What follows belongs to an exercise in optimizing a design on an open flow for small area and a short achievable clock period; a production flow would make more cautious choices.
The RTL was checked by simulation tests, not by an equivalence proof against the original design.
No activity file was given, so power comes from the tool's default toggle rates.

`flow/constraint.sdc`:
```
create_clock -name core_clock -period 7.0 [get_ports {clk}]
set_input_delay 1.4000 -clock core_clock [delete_from_list [all_inputs] [get_ports {clk}]]
set_output_delay 1.4000 -clock core_clock [all_outputs]
set_load 0.01 [all_outputs]
```
`flow/design.v`:
```
module arb_fp #(
    parameter WIDTH=4
)(
    input  [WIDTH-1:0] v_vld,
    input  [WIDTH-1:0] v_priority,
    output [WIDTH-1:0] v_grant
);
    wire [WIDTH*2-1:0] double_vld;
    wire [WIDTH*2-1:0] double_priority;
    wire [WIDTH*2-1:0] double_grant;
    assign double_vld       = {v_vld, v_vld};
    assign double_priority  = double_vld - {{WIDTH{1'b0}},v_priority};
    assign double_grant     = double_vld & (~double_priority);
    assign v_grant          = double_grant[WIDTH*2-1:WIDTH] | double_grant[WIDTH-1:0];
endmodule 
module arb_rr #(
    parameter WIDTH=4
)(
    input               clk,
    input               rst_n,
    input   [WIDTH-1:0] v_vld,
    output  [WIDTH-1:0] v_grant
);
logic [WIDTH-1:0] prio_reg;
logic [WIDTH-1:0] mask_nxt_vld;
logic [WIDTH-1:0] vld_mask;
logic [WIDTH-1:0] mask_grant;
logic [WIDTH-1:0] unmask_nxt_vld;
logic [WIDTH-1:0] unmask_grant;
logic [WIDTH-1:0] unmask_grant_no_mask;
always @(posedge clk or negedge rst_n) begin
    if(~rst_n) begin
        prio_reg <= {WIDTH{1'b1}};
    end else if(|vld_mask) begin 
        prio_reg <= mask_nxt_vld;
    end else if(|v_vld) begin 
        prio_reg <= unmask_nxt_vld;
    end
end
assign vld_mask = v_vld & prio_reg;
assign mask_nxt_vld[0] = 1'b0; 
assign mask_nxt_vld[WIDTH-1:1] = mask_nxt_vld[WIDTH-2:0] | vld_mask[WIDTH-2:0];
assign mask_grant = (~mask_nxt_vld) & vld_mask;
assign unmask_nxt_vld[0] = 1'b0;
assign unmask_nxt_vld[WIDTH-1:1] = unmask_nxt_vld[WIDTH-2:0] |  v_vld[WIDTH-2:0];
assign unmask_grant = (~unmask_nxt_vld) & v_vld;
assign unmask_grant_no_mask = {WIDTH{~(|vld_mask)}} & unmask_grant;
assign v_grant = unmask_grant_no_mask | mask_grant;
endmodule
module tree_plru #(
    parameter WIDTH = 4,
    parameter DEPTH = $clog2(WIDTH)
)(
    input                     clk,
    input                     rst_n,
    input                     alloc_en,
    input        [WIDTH-1:0]  v_alloc,
    output logic [WIDTH-1:0][WIDTH-1:0]  vv_matrix 
);
logic [WIDTH-2:0] node;
genvar i,j;
generate
    for(i=0;i<DEPTH;i=i+1) begin: level_
        for(j=0;j<2**i;j=j+1) begin: offset_
            if(i==DEPTH-1) begin
                always @(posedge clk or negedge rst_n) 
                    if(~rst_n)        node[2**i+j-1] <= 1'b0;
                    else if(alloc_en) node[2**i+j-1] <= (node[2**i+j-1]||v_alloc[2*j])&&~v_alloc[2*j+1];
            end else begin
                always @(posedge clk or negedge rst_n) 
                    if(~rst_n)        node[2**i+j-1] <= 1'b0;    
                    else if(alloc_en) node[2**i+j-1] <= (node[2**i+j-1]||(|v_alloc[j*2**(DEPTH-i)+2**(DEPTH-i-1)-1:j*2**(DEPTH-i)]))&&~(|v_alloc[(j+1)*2**(DEPTH-i)-1:j*2**(DEPTH-i)+2**(DEPTH-i-1)]);
            end
        end 
    end 
endgenerate
genvar k,l;
generate
    for(l=0;l<$clog2(WIDTH);l=l+1) begin: level
        for(k=0;k<2**($clog2(WIDTH)-1-l);k=k+1) begin: offset
            for(i=0;i<2**l;i=i+1) begin: row
                for(j=0;j<2**l;j=j+1) begin: colunm
                        assign vv_matrix[i+k*2**(l+1)][j+2**l+k*2**(l+1)]=node[2**($clog2(WIDTH)-1-l)+k-1];
                end 
            end 
        end
    end
endgenerate
generate
    for(i=0;i<WIDTH;i=i+1) begin: row_ 
        for(j=0;j<WIDTH;j=j+1) begin: column_ 
            if(i>j) begin 
                assign vv_matrix[i][j] = ~vv_matrix[j][i];
            end else if(i==j) begin 
                assign vv_matrix[i][j] = 1'b0;
            end 
        end 
    end 
endgenerate
endmodule
module age_matrix #(
    parameter WIDTH = 4
)(
    input                     clk,
    input                     rst_n,
    input                     alloc_en,
    input        [WIDTH-1:0]  v_alloc,
    output logic [WIDTH-1:0][WIDTH-1:0]  vv_matrix 
);
logic [WIDTH-1:0][WIDTH-1:0] vv_matrix_tmp ;
genvar i,j;
generate
    for(i=0;i<WIDTH;i=i+1) begin: row
        for(j=0;j<WIDTH;j=j+1) begin: column 
            if(i==j) begin 
                assign vv_matrix_tmp[i][j]  = 1'b0;
            end else if(i<j) begin 
                assign vv_matrix_tmp[i][j]  = (v_alloc[j] && alloc_en) ? 1'b0 : ((v_alloc[i] && alloc_en) ? 1'b1 : vv_matrix[i][j]);
            end else begin 
                assign vv_matrix_tmp[i][j]  = ~vv_matrix_tmp[j][i];
            end 
        end
    end 
endgenerate
genvar k;
generate
    for(k=0;k<WIDTH;k=k+1) begin: row_ 
        always @(posedge clk or negedge rst_n) begin 
            if(~rst_n) vv_matrix[k] <= ~({WIDTH{1'b1}} << k);  
            else vv_matrix[k] <= vv_matrix_tmp[k];
        end 
    end 
endgenerate
endmodule
module arb_matrix #(
    parameter WIDTH=4
)(
    input   [WIDTH-1:0][WIDTH-1:0]   vv_matrix ,
    input   [WIDTH-1:0]   v_vld,
    output  [WIDTH-1:0]   v_grant
);
logic [WIDTH-1:0] select_onehot;
genvar i;
generate
    for(i=0;i<WIDTH;i=i+1) begin: select_onehot_
        assign select_onehot[i] =  (~|(v_vld&vv_matrix[i])) && v_vld[i]; 
    end 
endgenerate
assign v_grant = select_onehot;
endmodule
module real_mux_onehot #(
    parameter WIDTH     =4,
    parameter PLD_WIDTH =32
)(
    input  [WIDTH-1:0]       select_onehot,
    input  [WIDTH-1:0][PLD_WIDTH-1:0]   v_pld ,
    output [PLD_WIDTH-1:0]   select_pld
);
logic [PLD_WIDTH-1:0][WIDTH-1:0]       v_pld_rev         ;
logic [PLD_WIDTH-1:0][WIDTH-1:0]       v_pld_rev_select  ; 
logic [PLD_WIDTH-1:0]   pld_rev_select;
genvar i,j;
generate
    for(i=0;i<WIDTH;i=i+1) begin: row
        for(j=0;j<PLD_WIDTH;j=j+1) begin: col 
            assign v_pld_rev[j][i] = v_pld[i][j];
        end 
    end
endgenerate
genvar k;
generate
    for(k=0;k<PLD_WIDTH;k=k+1) begin: PLD_WIDTH_ 
        assign v_pld_rev_select[k] = v_pld_rev[k] & select_onehot;
    end
endgenerate
genvar l;
generate
    for(l=0;l<PLD_WIDTH;l=l+1) begin: select_
        assign pld_rev_select[l] = |v_pld_rev_select[l];
    end 
endgenerate
assign select_pld = pld_rev_select;
endmodule 
module arb_vrp #(
    parameter MODE      = 3,  
    parameter HSK_MODE  = 1,  
    parameter WIDTH     = 4,
    parameter PRIORITY  = {WIDTH{1'b0}},
    parameter PLD_WIDTH = 32
)(
    input                       clk,
    input                       rst_n,
    input   [WIDTH-1:0]         v_vld_s,
    output  [WIDTH-1:0]         v_rdy_s,
    input   [WIDTH-1:0][PLD_WIDTH-1:0]     v_pld_s   ,
    output                      vld_m,
    input                       rdy_m,
    output  [PLD_WIDTH-1:0]     pld_m
);
logic [WIDTH-1:0]       v_grant;
logic [WIDTH-1:0]       v_vld;
logic [WIDTH-1:0]       v_rdy;
logic [PLD_WIDTH-1:0]   m_pld;
logic                   m_vld;
assign v_vld = v_vld_s;
assign v_rdy_s = v_grant & {WIDTH{rdy_m}};
assign m_vld = |v_vld_s;
generate 
    if(HSK_MODE==0) begin
        assign vld_m   = m_vld;
        assign pld_m   = m_pld;
    end else if(HSK_MODE==1) begin 
        logic                   vld_m_r;
        logic [PLD_WIDTH-1:0]   pld_m_r;
        assign vld_m   = vld_m_r;
        assign pld_m   = pld_m_r;
        always @(posedge clk or negedge rst_n) begin 
            if(~rst_n) vld_m_r  <= 1'b0;
            else       vld_m_r  <= m_vld;
        end 
        always @(posedge clk or negedge rst_n) begin 
            if(~rst_n) pld_m_r  <= 1'b0;
            else       pld_m_r  <= m_pld;
        end 
    end else begin 
        assign vld_m   = m_vld;
        assign pld_m   = m_pld;
    end 
endgenerate
real_mux_onehot #(
    .WIDTH(WIDTH),
    .PLD_WIDTH(PLD_WIDTH)
) u_mux (
    .select_onehot(v_grant),
    .v_pld(v_pld_s),
    .select_pld(m_pld)
);
generate
    if(MODE==0) begin 
        arb_fp #(
            .WIDTH(WIDTH)
        ) u_arb (
            .v_vld      (v_vld),
            .v_priority (PRIORITY),
            .v_grant    (v_grant)
        );
    end else if(MODE==1) begin 
        arb_rr #(
            .WIDTH(WIDTH)
        ) u_arb (
            .clk        (clk),
            .rst_n      (rst_n),
            .v_vld      (v_vld),
            .v_grant    (v_grant)
        );
    end else if(MODE==2) begin 
        logic               alloc_en;
        logic [WIDTH-1:0]   v_alloc;
        logic [WIDTH-1:0][WIDTH-1:0]   vv_matrix ;
        assign alloc_en = rdy_m&&vld_m; 
        assign v_alloc  = v_grant;
        age_matrix #(
            .WIDTH(WIDTH)
        ) u_matrix (
            .clk        (clk),
            .rst_n      (rst_n),
            .alloc_en   (alloc_en),
            .v_alloc    (v_alloc),
            .vv_matrix  (vv_matrix)
        );
        arb_matrix #(
            .WIDTH(WIDTH)
        ) u_arb (
            .vv_matrix  (vv_matrix),
            .v_vld      (v_vld),
            .v_grant    (v_grant)
        );
    end else if(MODE==3) begin 
        logic               alloc_en;
        logic [WIDTH-1:0]   v_alloc;
        logic [WIDTH-1:0][WIDTH-1:0]   vv_matrix ;
        assign alloc_en = rdy_m&&vld_m; 
        assign v_alloc  = v_grant;
        tree_plru #(
            .WIDTH(WIDTH)
        ) u_matrix (
            .clk        (clk),
            .rst_n      (rst_n),
            .alloc_en   (alloc_en),
            .v_alloc    (v_alloc),
            .vv_matrix  (vv_matrix)
        );
        arb_matrix #(
            .WIDTH(WIDTH)
        ) u_arb (
            .vv_matrix  (vv_matrix),
            .v_vld      (v_vld),
            .v_grant    (v_grant)
        );
    end else begin 
        arb_rr #(
            .WIDTH(WIDTH)
        ) u_arb (
            .clk        (clk),
            .rst_n      (rst_n),
            .v_vld      (v_vld),
            .v_grant    (v_grant)
        );
    end
endgenerate
endmodule
module arb_free_u #(parameter K = 8) (
    input  [K-1:0] nv,       
    input  [K-1:0] b,        
    output         y
);
assign y = ~|(~nv & ~b);
endmodule
module arb_blk_l #(parameter K = 8) (
    input  [K-1:0] v,        
    input  [K-1:0] b,        
    output         y
);
assign y = |(v & b);
endmodule
module arb_row_fin #(parameter NF = 1, parameter NB = 1) (
    input  [NF-1:0] fr,      
    input  [NB-1:0] bl,      
    input           v,
    input           en,
    output          y
);
assign y = en & v & &fr & ~|bl;
endmodule
module arb_row_fin_g #(parameter NF = 1, parameter NB = 1) (
    input  [NF-1:0] fr,
    input  [NB-1:0] bl,
    input           v,
    output          y
);
assign y = v & &fr & ~|bl;
endmodule
module arb_row_fin_f #(parameter NF = 1) (
    input  [NF-1:0] fr,
    input           v,
    input           en,
    output          y
);
assign y = en & v & &fr;
endmodule
module arb_row_fin_gf #(parameter NF = 1) (
    input  [NF-1:0] fr,
    input           v,
    output          y
);
assign y = v & &fr;
endmodule
module arb_row_fin_b #(parameter NB = 1) (
    input  [NB-1:0] bl,
    input           v,
    input           en,
    output          y
);
assign y = en & v & ~|bl;
endmodule
module arb_row_fin_gb #(parameter NB = 1) (
    input  [NB-1:0] bl,
    input           v,
    output          y
);
assign y = v & ~|bl;
endmodule
module arb_ao3n (
    input  [2:0] s,
    input  [2:0] d,
    output       yn
);
assign yn = ~|(s & d);
endmodule
module arb_ao2n (
    input  [1:0] s,
    input  [1:0] d,
    output       yn
);
assign yn = ~|(s & d);
endmodule
module arb_nand_n #(parameter K = 11) (
    input  [K-1:0] xn,
    output         y
);
assign y = ~&xn;
endmodule
module arb_mux_bit (
    input  [31:0] s,
    input  [31:0] d,
    output        y
);
logic [10:0] gn;
genvar g;
generate
    for (g = 0; g < 10; g = g + 1) begin: g3
        arb_ao3n u (.s(s[3*g +: 3]), .d(d[3*g +: 3]), .yn(gn[g]));
    end
endgenerate
arb_ao2n u_last (.s(s[31:30]), .d(d[31:30]), .yn(gn[10]));
arb_nand_n #(.K(11)) u_or (.xn(gn), .y(y));
endmodule
module arb_vrp_top (
    input               clk,
    input               rst_n,
    input   [31:0]      v_vld_s,
    output  [31:0]      v_rdy_s,
    input   [1023:0]    v_pld_s,
    output              vld_m,
    input               rdy_m,
    output  [31:0]      pld_m
);
localparam N = 32;
localparam W = 32;
localparam G = 8;                
localparam T = N*(N-1)/2;
logic [N-1:0]         grant;
logic [N-1:0]         alloc;
logic [N-1:0]         nv;        
logic                 alloc_en;
logic                 run_q;
logic                 vld_m_r;
logic [W-1:0]         pld_m_r;
logic [W-1:0]         pld_nxt;
logic [T-1:0]         age_q;     
logic [T-1:0]         blk_n;     
function automatic integer tri_idx(input integer a, input integer b);
    tri_idx = a*N - a*(a+1)/2 + (b-a-1);
endfunction
always @(posedge clk or negedge rst_n) begin
    if (~rst_n) run_q <= 1'b0;
    else        run_q <= 1'b1;
end
assign nv       = ~v_vld_s;
assign blk_n    = ~(age_q & {T{run_q}});
assign alloc_en = rdy_m & vld_m_r;
assign alloc    = grant & {N{alloc_en}};
genvar i, j, g;
generate
    for (i = 0; i < N; i = i + 1) begin: row
        localparam integer NUT = N-1-i;              
        localparam integer NLT = i;                  
        localparam integer NUG = (NUT + G - 1) / G;
        localparam integer NLG = (NLT + G - 1) / G;
        for (j = i + 1; j < N; j = j + 1) begin: col
            always @(posedge clk)
                age_q[tri_idx(i,j)] <= alloc[i] | (~blk_n[tri_idx(i,j)] & ~alloc[j]);
        end
        logic [NUT:0] ua, ub;    
        logic [NLT:0] la, lb;
        for (j = i + 1; j < N; j = j + 1) begin: ut
            assign ua[j-i-1] = nv[j];
            assign ub[j-i-1] = blk_n[tri_idx(i,j)];
        end
        for (j = 0; j < i; j = j + 1) begin: lt
            assign la[j] = v_vld_s[j];
            assign lb[j] = blk_n[tri_idx(j,i)];
        end
        assign ua[NUT] = 1'b1;
        assign ub[NUT] = 1'b1;
        assign la[NLT] = 1'b0;
        assign lb[NLT] = 1'b0;
        logic [NUG:0] fr;
        logic [NLG:0] bl;
        for (g = 0; g < NUG; g = g + 1) begin: ug
            localparam integer K = (NUT - G*g < G) ? NUT - G*g : G;
            arb_free_u #(.K(K)) u (.nv(ua[G*g +: K]), .b(ub[G*g +: K]), .y(fr[g]));
        end
        for (g = 0; g < NLG; g = g + 1) begin: lg
            localparam integer K = (NLT - G*g < G) ? NLT - G*g : G;
            arb_blk_l #(.K(K)) u (.v(la[G*g +: K]), .b(lb[G*g +: K]), .y(bl[g]));
        end
        assign fr[NUG] = 1'b1;
        assign bl[NLG] = 1'b0;
        if (i == 0) begin: f0
            arb_row_fin_gf #(.NF(NUG)) u_g (.fr(fr[NUG-1:0]), .v(v_vld_s[i]), .y(grant[i]));
            arb_row_fin_f  #(.NF(NUG)) u_r (.fr(fr[NUG-1:0]), .v(v_vld_s[i]), .en(rdy_m), .y(v_rdy_s[i]));
        end else if (i == N-1) begin: fl
            arb_row_fin_gb #(.NB(NLG)) u_g (.bl(bl[NLG-1:0]), .v(v_vld_s[i]), .y(grant[i]));
            arb_row_fin_b  #(.NB(NLG)) u_r (.bl(bl[NLG-1:0]), .v(v_vld_s[i]), .en(rdy_m), .y(v_rdy_s[i]));
        end else begin: fm
            arb_row_fin_g #(.NF(NUG), .NB(NLG)) u_g (.fr(fr[NUG-1:0]), .bl(bl[NLG-1:0]),
                                                     .v(v_vld_s[i]), .y(grant[i]));
            arb_row_fin   #(.NF(NUG), .NB(NLG)) u_r (.fr(fr[NUG-1:0]), .bl(bl[NLG-1:0]),
                                                     .v(v_vld_s[i]), .en(rdy_m), .y(v_rdy_s[i]));
        end
    end
endgenerate
generate
    for (g = 0; g < W; g = g + 1) begin: mux
        logic [N-1:0] d;
        for (j = 0; j < N; j = j + 1) begin: in
            assign d[j] = v_pld_s[W*j + g];
        end
        arb_mux_bit u (.s(grant), .d(d), .y(pld_nxt[g]));
    end
endgenerate
always @(posedge clk or negedge rst_n) begin
    if (~rst_n) begin
        vld_m_r <= 1'b0;
        pld_m_r <= '0;
    end else begin
        vld_m_r <= |v_vld_s;
        pld_m_r <= pld_nxt;
    end
end
assign vld_m = vld_m_r;
assign pld_m = pld_m_r;
endmodule
```
`flow/standard.sh`:
```
#!/bin/bash
# synth_recipe.tcl (not shown) runs the flow's synth.tcl, then flattens the netlist and writes it again
# the make line also repeats each setting of config.mk as NAME=value (left out here)
make -C /OpenROAD-flow-scripts/flow DESIGN_CONFIG=/design/flow/config.mk WORK_HOME=/design/flow/orfs CLKGATE_MAP_FILE= SYNTH_SCRIPT=/design/flow/synth_recipe.tcl "${@:-finish}"
```
`flow/flow/run.sh`:
```
#!/bin/bash
# Standard ORFS layout with these changes: ports are buffered with buf_1
# instead of the delay buffer that buffer_ports picks by default, and CTS uses
# clkbuf_8 and inserts no dummy loads. Make's output goes to flow_make.log;
# each ORFS step keeps its own log under orfs/logs/.
set -uo pipefail
bash standard.sh \
    "BUFFER_PORTS_ARGS=-buffer_cell sky130_fd_sc_hd__buf_1" \
    "CTS_ARGS=-sink_clustering_enable -repair_clock_nets -dont_use_dummy_load -buf_list sky130_fd_sc_hd__clkbuf_8" \
    finish > flow_make.log 2>&1
```
`flow/config.mk`:
```
export PLATFORM = sky130hd
export DESIGN_NAME = arb_vrp_top
export DESIGN_NICKNAME = arb_vrp_top
export VERILOG_FILES = /design/flow/design.v
export SDC_FILE = /design/flow/constraint.sdc
export NUM_CORES = 4
export LEC_CHECK = 0
export CAP_MARGIN = 40
export CORE_AREA = 5 5 395 395
export DIE_AREA = 0 0 400 400
export SETUP_SLACK_MARGIN = 2.0
export SLEW_MARGIN = 40
export SYNTH_HIERARCHICAL = 1
export SYNTH_MINIMUM_KEEP_SIZE = 0
```
==> flow_metrics.env <==
export IMPL_cts_tree="done"
export IMPL_p_leak_nw=12.6
export IMPL_status="finished clean"
export IMPL_critical_path_max_stage_delay_ns=0.67
export IMPL_slew_headroom_pct=36.7
export IMPL_grt_usage_pct=30.1
export IMPL_synthCells=3052
export IMPL_globalplace_congestion=1.22
export IMPL_routed_wl_mm=260
export IMPL_die_h_um=400
export IMPL_grt_pass1_vias=34500
export IMPL_syn2layout_area_growth_pct=38.3
export IMPL_ys_ff_latch=530
export IMPL_synth_flop_cell="dfxtp_1"
export IMPL_grt_overflow_total=0
export IMPL_hold_violations=0
export IMPL_ys_types=44
export IMPL_synth_nets=4111
export IMPL_clock_sinks=530
export IMPL_cp_max_fo=15
export IMPL_grt_max_degree=120
export IMPL_synth_edf_count=0
export IMPL_crit_chain="clkdlybuf4s15_2 > a22oi_1 > nand4_1 > or4b_4 > nor3_4 > buf_2"
export IMPL_start_util_pct=17.5
export IMPL_rsz0062_at_grt="true"
export IMPL_dp_cells=6301
export IMPL_final_fill_count=16900
export IMPL_end_kind="output pin"
export IMPL_syn_area_per_cell_um2=8.71
export IMPL_dp_hpwl_mm=209
export IMPL_dieArea_um2=160000
export IMPL_synth_most_common_cell="nand2_1"
export IMPL_htreeDepth=3
export IMPL_syn_cell_area_um2=26600
export IMPL_fin_skew_ns=0.107
export IMPL_crit_type="input port to output pin"
export IMPL_nets=5467
export IMPL_first_pass_iters=14
export IMPL_power_density_nw_per_um2=207
export IMPL_rr_startpoint="run_q"
export IMPL_port_buffers=1123
export IMPL_cp_top_family="simple AND/OR/NAND/NOR gates"
export IMPL_fmax_mhz=193
export IMPL_clk_pin_slew_ns=0.06
export IMPL_startpoint_type="input port"
export IMPL_grt_pass1_wl_mm=325
export IMPL_clock_path_buffers=3
export IMPL_critPathBufInv=2
export IMPL_yosysTopAreaCellShare_pct=37.3
export IMPL_rr_endpoint="age_q[117]"
export IMPL_async_flop_share_pct=6.42
export IMPL_cp_required_ns=5.60
export IMPL_yosys_top_cells_count="nand2_1 (553), dfxtp_1 (496), o21ai_0 (480), a222oi_1 (332), o22ai_1 (236)"
export IMPL_first_iter_violations=8825
export IMPL_synthTopCellsByArea="dfxtp_1 (37%), a222oi_1 (12%), o21ai_0 (9.0%)"
export IMPL_route_vias_total=39300
export IMPL_wl_per_cell_um=39.8
export IMPL_rows=143
export IMPL_maxCapViolations=0
export IMPL_crit_path_end="v_rdy_s[29]"
export IMPL_drc=0
export IMPL_crit_start="v_vld_s[7]"
export IMPL_period_share_pct=74.2
export IMPL_seq_area_frac_synth_pct=40.5
export IMPL_peakVddDrop_mv=0.116
export IMPL_path_depth=6
export IMPL_final_setup_viol_count=0
export IMPL_timing_setup_tns_ns=0
export IMPL_avgViaCountPerCell=6.02
export IMPL_fin_cells=6517
export IMPL_cts_root_buf="clkbuf_8"
export IMPL_layout_min_cycle_time_ns=5.19
export IMPL_cts_buffers=89
export IMPL_core_area_um2=152000
export IMPL_postRouteAntennaNets=0
export IMPL_antenna_found_initial=128
export IMPL_clock_latency_ns=0.74
export IMPL_drv_slew=0
export IMPL_synth_top_cell_by_area="dfxtp_1"
export IMPL_cp_arrival_ns=3.79
export IMPL_io_pins=1124
export IMPL_die_x_um=400
export IMPL_hold_path_class="register to register"
export IMPL_r2r_slack_ns=2.31
export IMPL_drive_gt1_share_pct=13.5
export IMPL_worstMarginPinSlew_ns=0.949
export IMPL_yosysWarnings=7
export IMPL_cpMaxStageDelayCell="or4b_4"
export IMPL_whs_ns=0.510
export IMPL_reg2reg_depth=10
[metal layers]
| layer | part of all wire, % | up-vias | track usage [%] |
|---|---|---|---|
| li1 | - | 15400 | - |
| met1 | 35 | 18900 | 35.7 |
| met2 | 42 | 4109 | 45.1 |
| met3 | 16 | 807 | 15.3 |
| met4 | 6.0 | 70 | 13.7 |
| met5 | 0.50 | - | 3.94 |
[worst min-delay path by stage]
stage                     depth (start not counted)  slack (ns)        from          to
after CTS                                         2        0.51   age_q[88]   age_q[88]
after global placement                            1        0.49    age_q[0]    age_q[0]
after floorplan                                   2        0.47   age_q[89]   age_q[89]
final                                             2        0.51   age_q[88]   age_q[88]
after global routing                              2        0.54  age_q[328]  age_q[328]
after detailed placement                          1        0.50    age_q[0]    age_q[0]
[cell type report]
cell class	count	area, um2	share of cell area, %
multi-input combinational	2341	15300	41.5
sequential	530	10800	29.3
timing repair buffer	1411	6550	17.8
tap	2030	2540	6.91
clock buffer	89	1220	3.33
antenna	81	203	0.551
inverter	35	200	0.544
[where the power goes]
| group | leakage, nW | switching [W] | internal [W] |
|---|---|---|---|
| registers | 4.45 | 0.000131 | 0.00329 |
| logic | 7.54 | 0.00122 | 0.000588 |
| clock network | 0.640 | 0.00127 | 0.00112 |
| total | 12.6 | 0.00263 | 0.00500 |
[worst register-to-register path: stages, from the launching register on]
cell and delay (ns):
dfrtp_4 0.46, buf_4 0.17, buf_4 0.46, nand2_1 0.20, a22oi_1 0.24, nand4_1 0.36
nand2b_1 0.32, nor4_4 0.66, buf_4 0.58, and3_2 0.86, o21ai_0 0.19
[stage by stage]
step	util (%)	total power [W]	instance area (um2)	setup WS (ns)
2_1_floorplan	-	0.00413	26600	2.44
3_3_place_gp	22.6	0.00517	34300	0.943
3_5_place_dp	22.8	0.00518	34600	1.32
4_1_cts	23.9	0.00756	36300	1.95
5_1_grt	24.2	0.00782	36700	1.91
6_report	24.3	0.00763	36800	1.81
[kinds of logic after synthesis]
group / count (synthesis) / synth area share, %
AOI/OAI and AO/OA: 1328 / 35.5
and+or+nand+nor: 1012 / 20.5
DFF: 530 / 40.5
buffers and inverters: 181 / 3.42
other: 1 / 0.0141
[sequential cells by signal, summed over array words and instances, names as in the netlist]
signal   cells
pld_m_r     32
age_q      496
vld_m_r      1
run_q        1
[modules after synthesis, one instance, submodules excluded, excerpt]
module	flops+latches	area [um2]	copies in the design	cells inside
arb_vrp_top	530	16500	1	1772
arb_ao2n	0	12.5	32	1
arb_ao3n	0	10.0	320	1
[timing repair]
action	4_1_cts	5_1_grt
hold buffers	0	0
setup endpoints to repair	32	25
pin swaps	5	5
setup buffers	21	11
gates resized for setup	58	16
[placed cells by master, fill, tap and decap left out, types with 16 or more instances in the layout]
cell,n
nor4_2,51
nand3_1,55
buf_1,1109
diode_2,81
nor4_4,19
o22ai_1,236
a22oi_2,35
dfxtp_1,496
and3_1,26
and3_2,16
buf_2,48
buf_4,216
nand4_1,115
or3_1,32
a22oi_1,221
nor2_1,23
o21ai_0,480
a222oi_1,332
nand2_1,552
dfrtp_1,33
clkbuf_8,89

## re-timing with driven ports
How much do the figures lean on ideal ports? The routed layout below was timed once more, with nothing changed but the port constraints.
Step 1 (the two cells are an assumption about what drives the block):
set clk [get_ports {clk}]
set_driving_cell -lib_cell sky130_fd_sc_hd__clkbuf_16 $clk
set_driving_cell -lib_cell sky130_fd_sc_hd__buf_2 [delete_from_list [all_inputs] $clk]
Step 2, shift: input delay + t, output delay - t, t = (earliest + latest rising clock arrival at the registers) / 2. This alone moves slack from input paths to output paths.
a / b / c = ideal / step 1 / step 2; a / b = the first two.
shift t [ns]: 0.759
slack for setup (ns): 1.805 / 1.737 / 1.358
hold WS [ns]: 0.510 / 0.510 / 0.510
latest minus earliest clock arrival (ns): 0.108 / 0.108
cell pins on the clock port's net: 1
After both steps this run still meets setup and hold. The setup slack of this run moves by -0.068 ns with the drivers and by -0.447 ns with both steps.
